Source: an optimization exercise on an open RTL-to-GDS flow (aim: a short achievable clock period and few clock cycles). Production flows keep margins and buffers that such runs may drop. The RTL was checked by simulation tests, not by an equivalence proof against the original design. Power and IR drop assume default switching activity.

==> inputs of run a <==
==> flow/design.v <==
module alu
(
  input                i_op_sel,
  input  [15:0]        i_op_a,
  input  [15:0]        i_op_b,
  output logic [15:0]  o_alu_out
);
  assign o_alu_out = i_op_a + (i_op_sel ? ~i_op_b : i_op_b) + {15'd0, i_op_sel};
endmodule
module regfile
(
  input clk,
  input reset,
  input i_write,
  input [2:0] i_addrw,
  input [15:0] i_data_in,
  output logic [7:0][15:0] o_regs
);
  always_ff @ (posedge clk, posedge reset) begin
    if (reset) o_regs <= '0;
    else if (i_write) o_regs[i_addrw] <= i_data_in;
  end
endmodule
module cpu
(
input clk,
input reset,
output [15:0] o_pc_addr,
output o_pc_rd,
input [15:0] i_pc_rddata,
input [15:0] i_ldst_rddata,
output [15:0] o_ldst_wrdata,
output [15:0] o_ldst_addr,
output o_ldst_rd,
output o_ldst_wr,
output [127:0] o_tb_regs
);
logic [7:0][15:0] rf;
logic [15:0] pc_f;        
logic [15:0] pc_d;        
logic        d_valid;
logic        x_valid;
logic        x_wait;      
logic        x_wa, x_wb;  
logic [15:0] x_a, x_b;    
logic [15:0] x_tgt;       
logic [7:0]  x_hi;        
logic        x_alu, x_sub, x_flags, x_mvhi, x_ld, x_st;
logic        x_br, x_breg, x_jz, x_jn, x_jmp;
logic        x_wr;
logic [2:0]  x_rd;
logic        w_wr, w_ld;
logic [2:0]  w_rd;
logic [15:0] w_res;
logic        f_n, f_z;
logic [15:0] x_sum, x_res;
logic        x_go, x_take;
logic [15:0] x_target;
alu alu0 (.i_op_sel(x_sub), .i_op_a(x_a), .i_op_b(x_b), .o_alu_out(x_sum));
assign x_res  = x_alu ? x_sum : (x_mvhi ? {x_hi, x_a[7:0]} : x_b);
assign x_go   = x_valid && !x_wait;
assign x_take = x_go && x_br && (x_jmp || (x_jz && f_z) || (x_jn && f_n));
assign x_target = x_breg ? x_a : x_tgt;
assign o_ldst_addr   = x_b;
assign o_ldst_wrdata = x_a;
assign o_ldst_rd     = x_valid && x_ld;
assign o_ldst_wr     = x_go && x_st;
logic [15:0] fetch;
assign fetch     = x_wait ? pc_d : (x_take ? x_target : pc_f);
assign o_pc_addr = fetch;
assign o_pc_rd   = 1'b1;
logic [15:0] w_val;
assign w_val = w_ld ? i_ldst_rddata : w_res;
regfile rf0 (.clk(clk), .reset(reset), .i_write(w_wr), .i_addrw(w_rd),
             .i_data_in(w_val), .o_regs(rf));
assign o_tb_regs = rf;
logic [15:0] ir;
logic [3:0]  op;
logic        im;
logic [2:0]  rx, ry;
logic [15:0] imm8, tgt_imm;
logic [15:0] va, vb;
logic        use_a, use_b;
logic        d_wr;
logic        xfw;       
logic        d_ok;
assign ir = i_pc_rddata;
assign op = ir[3:0];
assign im = ir[4];
assign rx = ir[7:5];
assign ry = ir[10:8];
assign imm8 = {{8{ir[15]}}, ir[15:8]};
assign tgt_imm = pc_f + {{4{ir[15]}}, ir[15:5], 1'b0};
assign xfw = x_valid && x_wr && !x_ld;
always_comb begin
  if (xfw && x_rd == rx) va = x_res;
  else if (w_wr && w_rd == rx) va = w_val;
  else va = rf[rx];
  if (xfw && x_rd == ry) vb = x_res;
  else if (w_wr && w_rd == ry) vb = w_val;
  else vb = rf[ry];
end
assign use_a = (op == 4'd1) || (op == 4'd2) || (op == 4'd3) || (op == 4'd5) || (op == 4'd6) ||
               (op[3] && !im);
assign use_b = (!im && (op == 4'd0 || op == 4'd1 || op == 4'd2 || op == 4'd3)) ||
               (op == 4'd4) || (op == 4'd5);
assign d_wr  = (op == 4'd0) || (op == 4'd1) || (op == 4'd2) || (op == 4'd4) ||
               (op == 4'd6) || (op == 4'd12);
logic ld_a, ld_b;    
assign ld_a = x_valid && x_ld && use_a && (x_rd == rx);
assign ld_b = x_valid && x_ld && use_b && (x_rd == ry);
assign d_ok = d_valid && !x_take;
always_ff @ (posedge clk, posedge reset) begin
  if (reset) begin
    pc_f <= 16'd2;    
    pc_d <= 16'd0;
    d_valid <= 1'b0;
    x_valid <= 1'b0;
    x_wait <= 1'b0;
    x_wa <= 1'b0; x_wb <= 1'b0;
    x_a <= 16'd0; x_b <= 16'd0; x_tgt <= 16'd0; x_hi <= 8'd0;
    x_alu <= 1'b0; x_sub <= 1'b0; x_flags <= 1'b0; x_mvhi <= 1'b0;
    x_ld <= 1'b0; x_st <= 1'b0;
    x_br <= 1'b0; x_breg <= 1'b0; x_jz <= 1'b0; x_jn <= 1'b0; x_jmp <= 1'b0;
    x_wr <= 1'b0; x_rd <= 3'd0;
    w_wr <= 1'b0; w_ld <= 1'b0; w_rd <= 3'd0; w_res <= 16'd0;
    f_n <= 1'b0; f_z <= 1'b0;
  end else begin
    d_valid <= 1'b1;
    pc_d <= fetch;
    if (!x_wait) pc_f <= fetch + 16'd2;
    if (x_go && x_flags) begin
      f_n <= x_sum[15];
      f_z <= (x_sum == 16'd0);
    end
    w_wr  <= x_go && x_wr;
    w_ld  <= x_ld;
    w_rd  <= x_rd;
    w_res <= x_res;
    if (x_wait) begin
      x_wait <= 1'b0;
      if (x_wa) x_a <= i_ldst_rddata;
      if (x_wb) x_b <= i_ldst_rddata;
    end else begin
      x_valid <= d_ok;
      x_wait  <= d_ok && (ld_a || ld_b);
      x_wa    <= ld_a;
      x_wb    <= ld_b;
      x_a     <= va;
      x_b     <= (op == 4'd12) ? pc_f : (im ? imm8 : vb);
      x_tgt   <= tgt_imm;
      x_hi    <= ir[15:8];
      x_alu   <= (op == 4'd1) || (op == 4'd2) || (op == 4'd3);
      x_sub   <= (op == 4'd2) || (op == 4'd3);
      x_flags <= (op == 4'd1) || (op == 4'd2) || (op == 4'd3);
      x_mvhi  <= (op == 4'd6);
      x_ld    <= (op == 4'd4);
      x_st    <= (op == 4'd5);
      x_br    <= op[3];
      x_breg  <= !im;
      x_jz    <= (op == 4'd9);
      x_jn    <= (op == 4'd10);
      x_jmp   <= (op == 4'd8) || (op == 4'd12);
      x_wr    <= d_wr;
      x_rd    <= (op == 4'd12) ? 3'd7 : rx;
    end
  end
end
endmodule
==> flow/run.sh <==
#!/bin/bash
# synth_recipe.tcl (not shown) runs the flow's synth.tcl, then flattens the netlist and writes it again
# the make line also repeats each setting of config.mk as NAME=value (left out here)
make -C /OpenROAD-flow-scripts/flow DESIGN_CONFIG=/design/flow/config.mk WORK_HOME=/design/flow/orfs CLKGATE_MAP_FILE= SYNTH_SCRIPT=/design/flow/synth_recipe.tcl finish
==> flow/config.mk <==
export PLATFORM = sky130hd
export DESIGN_NAME = cpu
export DESIGN_NICKNAME = cpu
export VERILOG_FILES = /design/flow/design.v
export SDC_FILE = /design/flow/constraint.sdc
export NUM_CORES = 4
export LEC_CHECK = 0
export CAP_MARGIN = 20
export CORE_MARGIN = 2
export CORE_UTILIZATION = 40
export PLACE_DENSITY = 0.6
export SETUP_SLACK_MARGIN = 2.5
export SLEW_MARGIN = 20
==> flow/constraint.sdc <==
create_clock -name core_clock -period 5.5 [get_ports {clk}]
set_input_delay 1.1000 -clock core_clock [delete_from_list [all_inputs] [get_ports {clk}]]
set_output_delay 1.1000 -clock core_clock [all_outputs]
set_load 0.01 [all_outputs]
==> inputs of run b, as changes to run a <==
SETUP_SLACK_MARGIN = 4   (was 2.5)
==> summary of the runs <==
- Wire length: run b is larger than run a (about 30%).
- Clock-buffer cell count: run a is lower than run b (1).
- Between run a and run b, the lower clock power is in run b (gap about 3%, measured against run b).
- Against run b, the via count of run a is lower by about 18%.
- Synthesized area is the same in run b and run a.
- In run b the critical path depth is higher than in run a, by 2.
- Worst hold slack: run a is lower than run b (0.0086 ns).
- In die area, run a and run b do not differ.
- In run b the final cell count is higher than in run a, by 16%.
==> figures <==
metric	run a	run b
Max-slew headroom	0.260	0.239
Min Tclk post-route	3.37 ns	3.43 ns
Post-layout utilization of the core	0.533	0.676
Outcome	no timing/DRC/antenna violations	no timing/DRC/antenna violations
Detail Route met2 WL	26500 um	33800 um
Total Nets Final	1827	2194
Commonest non-fill, non-tap cell in the layout	sky130_fd_sc_hd__dfrtp_1	sky130_fd_sc_hd__buf_4
Maximum clock rate	297 MHz	292 MHz
Number of global-route vias before repair	13600	16300
Total global routing track utilization	0.275	0.344
Power Density	504 nW/um2	478 nW/um2
Final-layout fill cell count	3421	2711
Count of placed standard cells including taps	2153	2157
Net Sw Power	3.97 mW	4.97 mW
GR Layer Usage met2	0.429	0.537
Worst Reg2Reg Path Length in Cells	10	11
Setup bufs post-CTS	62	328
TritonCTS Buffers	30	29
Critical path depth in cells	6	8
Testbench counts of run a, summed over its fixed seeds: cycles 116,982.
Testbench counts of run b, summed over its fixed seeds: cycles 116,982.

[what the ideal ports hide]
The flow's constraints put no driver on any port. The routed layouts listed below were extracted and timed again, unchanged, in two steps.
Step 1 assumes that a clkbuf_16 drives the clock port and a buf_2 every other input.
Step 2, shift: input delay + t, output delay - t, t = (earliest + latest rising clock arrival at the registers) / 2. This alone moves slack from input paths to output paths.
Slacks: ideal / step 1 / step 2; pairs: ideal / step 1.
run | t, ns | setup slack, ns | worst data-port slew with drivers (ns) | pins driven straight from the clock port
run a | 0.628 | 2.131 / 2.077 / 1.949 | 0.07 | 1
run b | 0.640 | 2.073 / 2.015 / 2.155 | 0.22 | 1
After both steps setup and hold are still met in every run listed. The setup slack of run a, which loses most, moves by -0.054 ns with the drivers and by -0.182 ns with both steps.
